What follows belongs to an exercise in optimizing a design on an open flow for small area, a short achievable clock period and few clock cycles; a production flow would make more cautious choices.
In this exercise RTL edits were held to simulation tests only and were not proved equivalent to the original.
Power and IR drop assume default switching activity.

== north ==
==> flow/design.v (excerpt) <==
module milestone1 (
		input logic clock,
		input logic Resetn,
		input logic Enable,
		output	logic [17:0] SRAM_address,
		output 	logic [15:0] SRAM_write_data,
		output	logic SRAM_we_n,
		input		logic [15:0] SRAM_read_data,
		output   logic M1_end
);
localparam [1:0] S_IDLE = 2'd0, S_BLK = 2'd1, S_FRM = 2'd2, S_DONE = 2'd3;
logic [1:0] state;
logic [2:0] pos;         
logic [7:0] col;         
logic [15:0] m;          
logic [17:0] rgb_addr;
logic first;             
logic [7:0] up0, up1, up2, up3, up4, up5;
logic [7:0] vp0, vp1, vp2, vp3, vp4, vp5;
logic [7:0] st;
logic [7:0] ylo;         
logic [7:0] py;
logic [9:0] pu, pv;
logic lsel;              
logic fsel, fsel2;       
logic [7:0] b0reg;
logic [10:0] l_ha, l_hb, g_ha, g_hb;
logic l_lc, g_lc;
logic [9:0] f_ha, f_hb;
logic f_lc;
wire [7:0] in_hi = SRAM_read_data[15:8];
wire [7:0] in_lo = SRAM_read_data[7:0];
wire frm = (state == S_FRM);
wire tail = (col == 8'd160);
wire blk = (state == S_BLK);
wire [7:0] fa = fsel ? vp0 : up0;
wire [7:0] fb = fsel ? vp1 : up1;
wire [7:0] fc = fsel ? vp2 : up2;
wire [7:0] fd = fsel2 ? vp3 : up3;
wire [7:0] fe = fsel2 ? vp4 : up4;
wire [7:0] ff = fsel2 ? vp5 : up5;
wire [8:0] s1 = fa + ff;
wire [8:0] s2 = fb + fe;
wire [8:0] s3 = fc + fd;
wire ft_1;
wire ft_2;
assign ft_1 = s1[7] ^ s1[5];
assign ft_2 = s1[7] & s1[5];
wire ft_3;
wire ft_4;
assign ft_3 = s1[8] ^ s1[6];
assign ft_4 = s1[8] & s1[6];
wire ft_5;
wire ft_6;
assign ft_5 = s1[5] ^ s1[3];
assign ft_6 = s1[5] & s1[3];
wire ft_7;
wire ft_8;
assign ft_7 = s1[6] ^ s1[4] ^ s1[2];
assign ft_8 = (s1[6] & s1[4]) | (s1[6] & s1[2]) | (s1[4] & s1[2]);
wire ft_9;
wire ft_10;
assign ft_9 = ~s2[4] ^ s2[2] ^ ~s2[0];
assign ft_10 = (~s2[4] & s2[2]) | (~s2[4] & ~s2[0]) | (s2[2] & ~s2[0]);
wire ft_11;
wire ft_12;
  ...
Size: about 2000 cells after synthesis, ~310 flip-flops, ~55 I/O pins, roughly 0.021 mm2 of cells after synthesis.
clock: 20.0 ns
lec_check: 0
cap_margin: 20
core_margin: 2
core_utilization: 40
cts_cluster_diameter: 120
cts_cluster_size: 22
slew_margin: 20
standard.sh (not shown) runs the stock make flow with config.mk's settings and CLKGATE_MAP_FILE= SYNTH_SCRIPT=/design/flow/synth_recipe.tcl, a recipe that flattens the netlist after the stock synthesis.
==> flow/flow/run.sh <==
#!/bin/bash
# Standard layout, with the port buffers made from buf_2 cells instead of the
# default delay-buffer cells, and timing repair aiming at a 14.9 ns setup margin.
export BUFFER_PORTS_ARGS="-buffer_cell sky130_fd_sc_hd__buf_2"
export SETUP_SLACK_MARGIN=14.9
bash standard.sh > standard.log 2>&1
Testbench counts of north, summed over its fixed seeds: cycles 775,708.
The following lists how south was set up differently from north:
diff --git a/flow/design.v b/flow/design.v
--- a/flow/design.v
+++ b/flow/design.v
@@ -17,23 +17,22 @@
 logic [15:0] m;          
 logic [17:0] rgb_addr;
 logic first;             
 logic [7:0] up0, up1, up2, up3, up4, up5;
 logic [7:0] vp0, vp1, vp2, vp3, vp4, vp5;
 logic [7:0] st;
 logic [7:0] ylo;         
 logic [7:0] py;
 logic [9:0] pu, pv;
 logic lsel;              
 logic fsel, fsel2;       
-logic [7:0] b0reg;
 logic [10:0] l_ha, l_hb, g_ha, g_hb;
 logic l_lc, g_lc;
 logic [9:0] f_ha, f_hb;
 logic f_lc;
 wire [7:0] in_hi = SRAM_read_data[15:8];
 wire [7:0] in_lo = SRAM_read_data[7:0];
 wire frm = (state == S_FRM);
 wire tail = (col == 8'd160);
 wire blk = (state == S_BLK);
 wire [7:0] fa = fsel ? vp0 : up0;
 wire [7:0] fb = fsel ? vp1 : up1;
@@ -1195,24 +1194,23 @@
 	else if (pos == 3'd0 || pos == 3'd1) py <= ylo;
 	if (frm && pos == 3'd2) ylo <= in_lo;
 	lsel <= (pos == 3'd3) || (pos == 3'd0);
 	if (pos == 3'd3) begin
 		pu <= {2'b00, up3};
 		pv <= {2'b00, vp2};
 	end
 	if (pos == 3'd0) pv <= fout;    
 	if (pos == 3'd1) pu <= fout;    
 	fsel <= (pos == 3'd3);
 	fsel2 <= frm && (pos == 3'd3);
-	if (pos == 3'd1) b0reg <= lc;
-	SRAM_write_data[15:8] <= (pos == 3'd0) ? lc : (pos == 3'd2) ? b0reg : gc;
+	if (pos != 3'd2) SRAM_write_data[15:8] <= (pos == 3'd0 || pos == 3'd1) ? lc : gc;
 	SRAM_write_data[7:0] <= (pos == 3'd0) ? gc : lc;
 end
 logic u_sh, u_hi, u_lo, u_st, v_sh, v_hi, v_st, st_ld;
 logic nu_sh, nu_hi, nu_lo, nu_st, nv_sh, nv_hi, nv_st, nst_ld;
 always_comb begin
 	nu_sh = 1'b0; nu_hi = 1'b0; nu_lo = 1'b0; nu_st = 1'b0;
 	nv_sh = 1'b0; nv_hi = 1'b0; nv_st = 1'b0; nst_ld = 1'b0;
 	if (blk) begin
 		case (pos)
 			3'd0: nv_sh = 1'b1;                                                    
 			3'd1: begin nu_sh = 1'b1; nu_lo = 1'b1; nv_sh = 1'b1; nv_st = 1'b1; end    
==> run notes <==
Compared with north, south shows global-route wire length before repair lower by 1300 um. In south, setup slack is lower than in north. Relative to north, the overall power measured on south has decreased by a few percent. Looking at proportion of power drawn by the clock network across north and south, the one that comes out higher is south. Reported for north and south, number of hold violations in the final report turned out identical to the last digit. Between south and north, the post-layout utilization of the core does not differ in any meaningful way. Measured against each other, north and south differ in met1 usage, the lower figure coming from south.
Testbench counts of south, summed over its fixed seeds: cycles 775,708.

-- port drivers added, routing unchanged --
No port has a modelled driver above. Below, the same layouts with a new extraction and two added sets of constraints.
Step 1, drivers: a clkbuf_16 drives clock and a buf_2 each remaining input, both assumed.
Step 2, shift: input delay + t, output delay - t, t = (earliest + latest rising clock arrival at the registers) / 2. This alone moves slack from input paths to output paths.
Slacks: no drivers / after step 1 / after step 2; pairs: no drivers / after step 1.
run	t (ns)	setup WS [ns]	worst setup path at the end	worst data-port slew with drivers (ns)
north	0.572	14.958 / 14.901 / 14.897	input to register	0.04
south	0.578	14.941 / 14.883 / 14.879	input to register	0.05
After both steps setup and hold are still met in every run listed. For south, which loses most, drivers alone change the setup slack by -0.058 ns; drivers and shift together by -0.062 ns.
